This design comes from an exercise in tuning for small area and a short achievable clock period on the open sky130 flow, not from production work. Only simulation tests tie the RTL to the original design; equivalence was not proved. Power is estimated from default activity; no workload was simulated.

==> job 6950: inputs <==
==> flow/design.v <==
module SPI (clk,rst_n,MOSI,MISO,SS_n,rx_data,rx_valid,tx_data,tx_valid);
parameter IDLE=3'b000;
parameter CHK_CMD=3'b001;
parameter WRITE=3'b010;
parameter READ_ADDRESS=3'b011;
parameter READ_DATA=3'b100;
input MOSI,SS_n,clk,rst_n;
 output reg rx_valid;
output reg [9:0] rx_data;
input [7:0] tx_data;
input tx_valid;
reg  rd_address_first;
output reg MISO;
reg[3:0] count_1;
reg [3:0]count_2;
reg [3:0] count_3;
(* fsm_encoding = "gray" *)
reg [2:0] ns,cs;
always@(*)
begin
ns = cs;
case (cs)
    IDLE:begin
        if(!SS_n)
        ns=CHK_CMD;
        else
        ns= IDLE;
    end
    CHK_CMD:begin
        if(SS_n==0)
        begin
        if(MOSI==0)
        ns=WRITE;
        else
        if(rd_address_first==0)
        begin
        ns=READ_ADDRESS;
        end
        else
        begin
        ns=READ_DATA;
        end
        end
        else
        ns= IDLE;
    end
    WRITE:begin
        if(SS_n)
        ns= IDLE;
        else
        begin
        if(count_1 <10)
        ns= WRITE;
        end
    end
    READ_ADDRESS:begin
        if(SS_n)
        ns=IDLE;
        else
        begin
            if(count_2 < 10)
            ns=READ_ADDRESS;
    end 
    end
    READ_DATA: begin
         if(SS_n)
        ns=IDLE;
        else
        begin
            if(count_3 < 8)
            ns=READ_DATA;
    end 
    end
    default: ns= IDLE;
endcase    
end
always@(posedge clk,negedge rst_n)
begin
  if(!rst_n)
   cs<=IDLE; 
else
cs<= ns;
end
always@(posedge clk,negedge rst_n)
begin
if(!rst_n)
begin
  rx_data<=0;
  rx_valid<=0;
  count_1<=0;
   count_2<=0;
  rd_address_first<=0;
  count_3<=0;
MISO<=0;
end
else
case(cs)
IDLE:begin
  rx_valid<=0;
  count_1<=0;
 count_2<=0;
  count_3<=0;  
end
CHK_CMD:begin
    rx_valid<=0;
    count_1<=0;
   count_2<=0;
    count_3<=0;
end
WRITE: begin
    if(count_1<10)
    begin
        rx_data<={rx_data[8:0],MOSI};
        count_1<=count_1+1;
    end
        else
        rx_valid<=1;
    end
READ_ADDRESS: begin
 rd_address_first<=1;
    if(count_2<10)
    begin
        rx_data<={rx_data[8:0],MOSI };
       count_2<=count_2+1;
    end
        else
        rx_valid<=1;
    end
    READ_DATA: begin
    rd_address_first<=0;
    if(count_2<10)
    begin
        rx_data<={rx_data[8:0],MOSI };
       count_2<=count_2+1;
    end
        else
        begin
        rx_valid<=1;
        if(count_3 < 8 )
        begin
            if(tx_valid==1)
            begin
            MISO <= tx_data[7-count_3];
            count_3<=count_3+1;
            end
        end
        end    
    end
    default:begin
  rx_valid<=0;
  count_1<=0;
 count_2<=0;
  count_3<=7;  
end 
    endcase
end
endmodule
module RAM_pr2(clk,rst_n,din,rx_valid,dout,tx_valid);
input [9:0] din;
input rx_valid,clk,rst_n;
output [7:0] dout;
output reg tx_valid;
reg [7:0] wr_address;
reg [7:0] cw;
reg valid;
reg [2:0] ph;
reg match_r;
reg [2047:0] st;
wire ld_addr = rx_valid & ~din[8];
wire wr = rx_valid & ~din[9] & din[8];
wire [7:0] addr_nx = ld_addr ? din[7:0] : wr_address;
assign dout = cw;
always @(posedge clk,negedge rst_n) begin
    if(!rst_n)
        tx_valid<=0;
    else if(rx_valid)
        tx_valid<=din[9]&din[8];
end
always @(posedge clk) begin
    ph <= ph + 3'd1;
    match_r <= (ph + 3'd1) == addr_nx[2:0];
    if(ld_addr)
        wr_address <= din[7:0];
end
wire [7:0] rd = st[{wr_address[7:3],6'd56} +: 8];
always @(posedge clk) begin
    if(wr) begin
        cw <= din[7:0];
        valid <= 1'b1;
    end else if(ld_addr)
        valid <= 1'b0;
    else if(match_r && !valid) begin
        cw <= rd;
        valid <= 1'b1;
    end
end
genvar l, i;
generate
for (l = 0; l < 32; l = l + 1) begin : g_loop
    wire sel = match_r & valid & (wr_address[7:3] == l);
    always @(posedge clk)
        st[l*64 +: 8] <= sel ? cw : st[l*64+56 +: 8];
    for (i = 1; i < 8; i = i + 1) begin : g_word
        always @(posedge clk)
            st[l*64+i*8 +: 8] <= st[l*64+(i-1)*8 +: 8];
    end
end
endgenerate
endmodule
module Master(SS_n,MOSI,MISO,clk,rst_n);
input MOSI,SS_n,clk,rst_n;
 output MISO;
 wire rx_valid;
wire [9:0] rx_data;
wire [7:0] tx_data;
wire tx_valid;
 SPI   s1 (clk,rst_n,MOSI,MISO,SS_n,rx_data,rx_valid,tx_data,tx_valid);
RAM_pr2  R1(clk,rst_n,rx_data,rx_valid,tx_data,tx_valid);
endmodule
==> flow/run.sh <==
#!/bin/bash
# synth_recipe.tcl (not shown) runs the flow's synth.tcl, then flattens the netlist and writes it again
# the make line also repeats each setting of config.mk as NAME=value (left out here)
make -C /OpenROAD-flow-scripts/flow DESIGN_CONFIG=/design/flow/config.mk WORK_HOME=/design/flow/orfs CLKGATE_MAP_FILE= SYNTH_SCRIPT=/design/flow/synth_recipe.tcl finish
==> flow/config.mk <==
export PLATFORM = sky130hd
export DESIGN_NAME = Master
export DESIGN_NICKNAME = Master
export VERILOG_FILES = /design/flow/design.v
export SDC_FILE = /design/flow/constraint.sdc
export NUM_CORES = 4
export LEC_CHECK = 0
export CAP_MARGIN = 20
export CORE_MARGIN = 2
export CORE_UTILIZATION = 35
export PLACE_DENSITY = 0.6
export SETUP_SLACK_MARGIN = 0.2
export SLEW_MARGIN = 20
==> flow/constraint.sdc <==
create_clock -name core_clock -period 3.7 [get_ports {clk}]
set_input_delay 0.7400 -clock core_clock [delete_from_list [all_inputs] [get_ports {clk}]]
set_output_delay 0.7400 -clock core_clock [all_outputs]
set_load 0.01 [all_outputs]
==> job 4409 (differences from job 6950) <==
==> flow/design.v (replaced) <==
module SPI (clk,rst_n,MOSI,MISO,SS_n,rx_data,rx_valid,tx_data,tx_valid);
input MOSI,SS_n,clk,rst_n;
output reg rx_valid;
output reg [9:0] rx_data;
input [7:0] tx_data;
input tx_valid;
output reg MISO;
reg chk, act, sh;
reg is_ra, is_rd;
reg rd_address_first;
reg [3:0] cnt;
reg [3:0] count_3;
wire send = act & is_rd & ~sh & tx_valid & ~count_3[3];
always @(posedge clk,negedge rst_n)
begin
    if(!rst_n) begin
        chk <= 1'b0;
        act <= 1'b0;
        sh <= 1'b0;
        rx_valid <= 1'b0;
        rd_address_first <= 1'b0;
        MISO <= 1'b0;
    end else begin
        chk <= ~SS_n & ~chk & ~act;
        act <= ~SS_n & (chk | act);
        sh <= ~SS_n & (chk | (sh & (cnt != 4'd9)));
        rx_valid <= act & ~sh;
        if(act & is_ra)
            rd_address_first <= 1'b1;
        else if(act & is_rd)
            rd_address_first <= 1'b0;
        if(send)
            MISO <= tx_data[~count_3[2:0]];
    end
end
always @(posedge clk)
begin
    if(chk) begin
        is_ra <= MOSI & ~rd_address_first;
        is_rd <= MOSI & rd_address_first;
    end
    if(!act)
        cnt <= 4'd0;
    else if(sh)
        cnt <= cnt + 4'd1;
    if(!act)
        count_3 <= 4'd0;
    else if(send)
        count_3 <= count_3 + 4'd1;
    if(sh)
        rx_data <= {rx_data[8:0],MOSI};
end
endmodule
module RAM_pr2(clk,rst_n,din,rx_valid,dout,tx_valid);
input [9:0] din;
input rx_valid,clk,rst_n;
output [7:0] dout;
output reg tx_valid;
reg [7:0] wr_address;
reg [7:0] cw;
reg valid;
reg [2:0] ph;
reg match_r;
reg [7:0] hi_oh;      
reg [3:0] lo_wb;      
reg [7:0] rd_r;
reg rd_ok;
reg [2047:0] st;
wire ld_addr = rx_valid & ~din[8];
wire wr = rx_valid & ~din[9] & din[8];
wire [7:0] addr_nx = ld_addr ? din[7:0] : wr_address;
wire match_nx = (ph + 3'd1) == addr_nx[2:0];
wire fetch = rd_ok & ~valid;
wire valid_nx = wr | (~ld_addr & (valid | fetch));
assign dout = cw;
always @(posedge clk,negedge rst_n) begin
    if(!rst_n)
        tx_valid<=0;
    else if(rx_valid)
        tx_valid<=din[9]&din[8];
end
integer k;
always @(posedge clk) begin
    ph <= ph + 3'd1;
    wr_address <= addr_nx;
    match_r <= match_nx;
    valid <= valid_nx;
    for (k = 0; k < 8; k = k + 1)
        hi_oh[k] <= addr_nx[7:5] == k;
    for (k = 0; k < 4; k = k + 1)
        lo_wb[k] <= (addr_nx[4:3] == k) & match_nx & valid_nx;
    if(wr)
        cw <= din[7:0];
    else if(fetch)
        cw <= rd_r;
end
reg [7:0] rd;
integer g;
always @(*) begin
    rd = 8'd0;
    for (g = 0; g < 8; g = g + 1)
        rd = rd | ({8{hi_oh[g]}} & st[{g[2:0],wr_address[4:3],6'd56} +: 8]);
end
always @(posedge clk) begin
    rd_r <= rd;
    rd_ok <= match_r & ~ld_addr;
end
genvar l, i;
generate
for (l = 0; l < 32; l = l + 1) begin : g_loop
    wire sel = hi_oh[l/4] & lo_wb[l%4];
    always @(posedge clk)
        st[l*64 +: 8] <= sel ? cw : st[l*64+56 +: 8];
    for (i = 1; i < 8; i = i + 1) begin : g_word
        always @(posedge clk)
            st[l*64+i*8 +: 8] <= st[l*64+(i-1)*8 +: 8];
    end
end
endgenerate
endmodule
module Master(SS_n,MOSI,MISO,clk,rst_n);
input MOSI,SS_n,clk,rst_n;
 output MISO;
 wire rx_valid;
wire [9:0] rx_data;
wire [7:0] tx_data;
wire tx_valid;
 SPI   s1 (clk,rst_n,MOSI,MISO,SS_n,rx_data,rx_valid,tx_data,tx_valid);
RAM_pr2  R1(clk,rst_n,rx_data,rx_valid,tx_data,tx_valid);
endmodule
--- a/flow/config.mk
+++ b/flow/config.mk
@@ -9,5 +9,7 @@
 export CORE_MARGIN = 2
 export CORE_UTILIZATION = 35
+export CTS_CLUSTER_DIAMETER = 100
+export CTS_CLUSTER_SIZE = 30
 export PLACE_DENSITY = 0.6
-export SETUP_SLACK_MARGIN = 0.2
+export SETUP_SLACK_MARGIN = 2.3
 export SLEW_MARGIN = 20
==> results by group <==
Route
  • Routed vias: around 19000
  • Final WL: approximately 77000 µm

Synth
  • Mean Syn Cell Area: 17.49 µm²
  • Post-synthesis xor/xnor area fraction: less than 1%

STA
  • Max Clock Freq: ~500 MHz
  • Worst-Margin Slew: 0.6576 ns
  • Slew headroom: 56.16%

Die
  • Die height: around 380 µm

Run status
  • Status: finished clean

Global route
  • Global-route wire length before repair: 114700 µm
  • Initial antenna violation count: 2

Power
  • Logic gate share of total power: between 5 and 6%
That was job 4409.
==> results by group <==
Run status
  • Status: finished clean

STA
  • Worst-Margin Slew: about 1 ns
  • Max Clock Freq: 341.3 MHz
  • WHS: between 0.3 and 0.4 ns

Global route
  • Global-route wire length before repair: 115200 µm
  • Initial antenna violation count: 3

Power
  • Logic gate share of total power: a little under 3%

Critical path
  • Critical path type: reg2reg
  • Worst path bufs/invs: 1

Synth
  • Post-synthesis xor/xnor area fraction: less than 1%
  • Mean Syn Cell Area: 17.56 µm²

Route
  • Routed vias: between 15000 and 20000
  • Final WL: approximately 76000 µm
That was job 6950.

[what the ideal ports hide]
Ports are ideal in the flow. The routed layouts listed here were re-timed in OpenROAD. Step 1 (the two cells are an assumption about what drives the block):
set clk [get_ports {clk}]
set_driving_cell -lib_cell sky130_fd_sc_hd__clkbuf_16 $clk
set_driving_cell -lib_cell sky130_fd_sc_hd__buf_2 [delete_from_list [all_inputs] $clk]
Step 2, shift: input delay + t, output delay - t, t = (earliest + latest rising clock arrival at the registers) / 2. This alone moves slack from input paths to output paths. Slacks: ideal / step 1 / step 2; pairs: ideal / step 1.
run	t (ns)	setup slack, ns	pins driven straight from the clock port
job 6950	0.835	0.770 / 0.770 / 0.770	1
job 4409	0.736	1.714 / 1.651 / 1.820	1
After both steps every run listed still meets setup and hold.
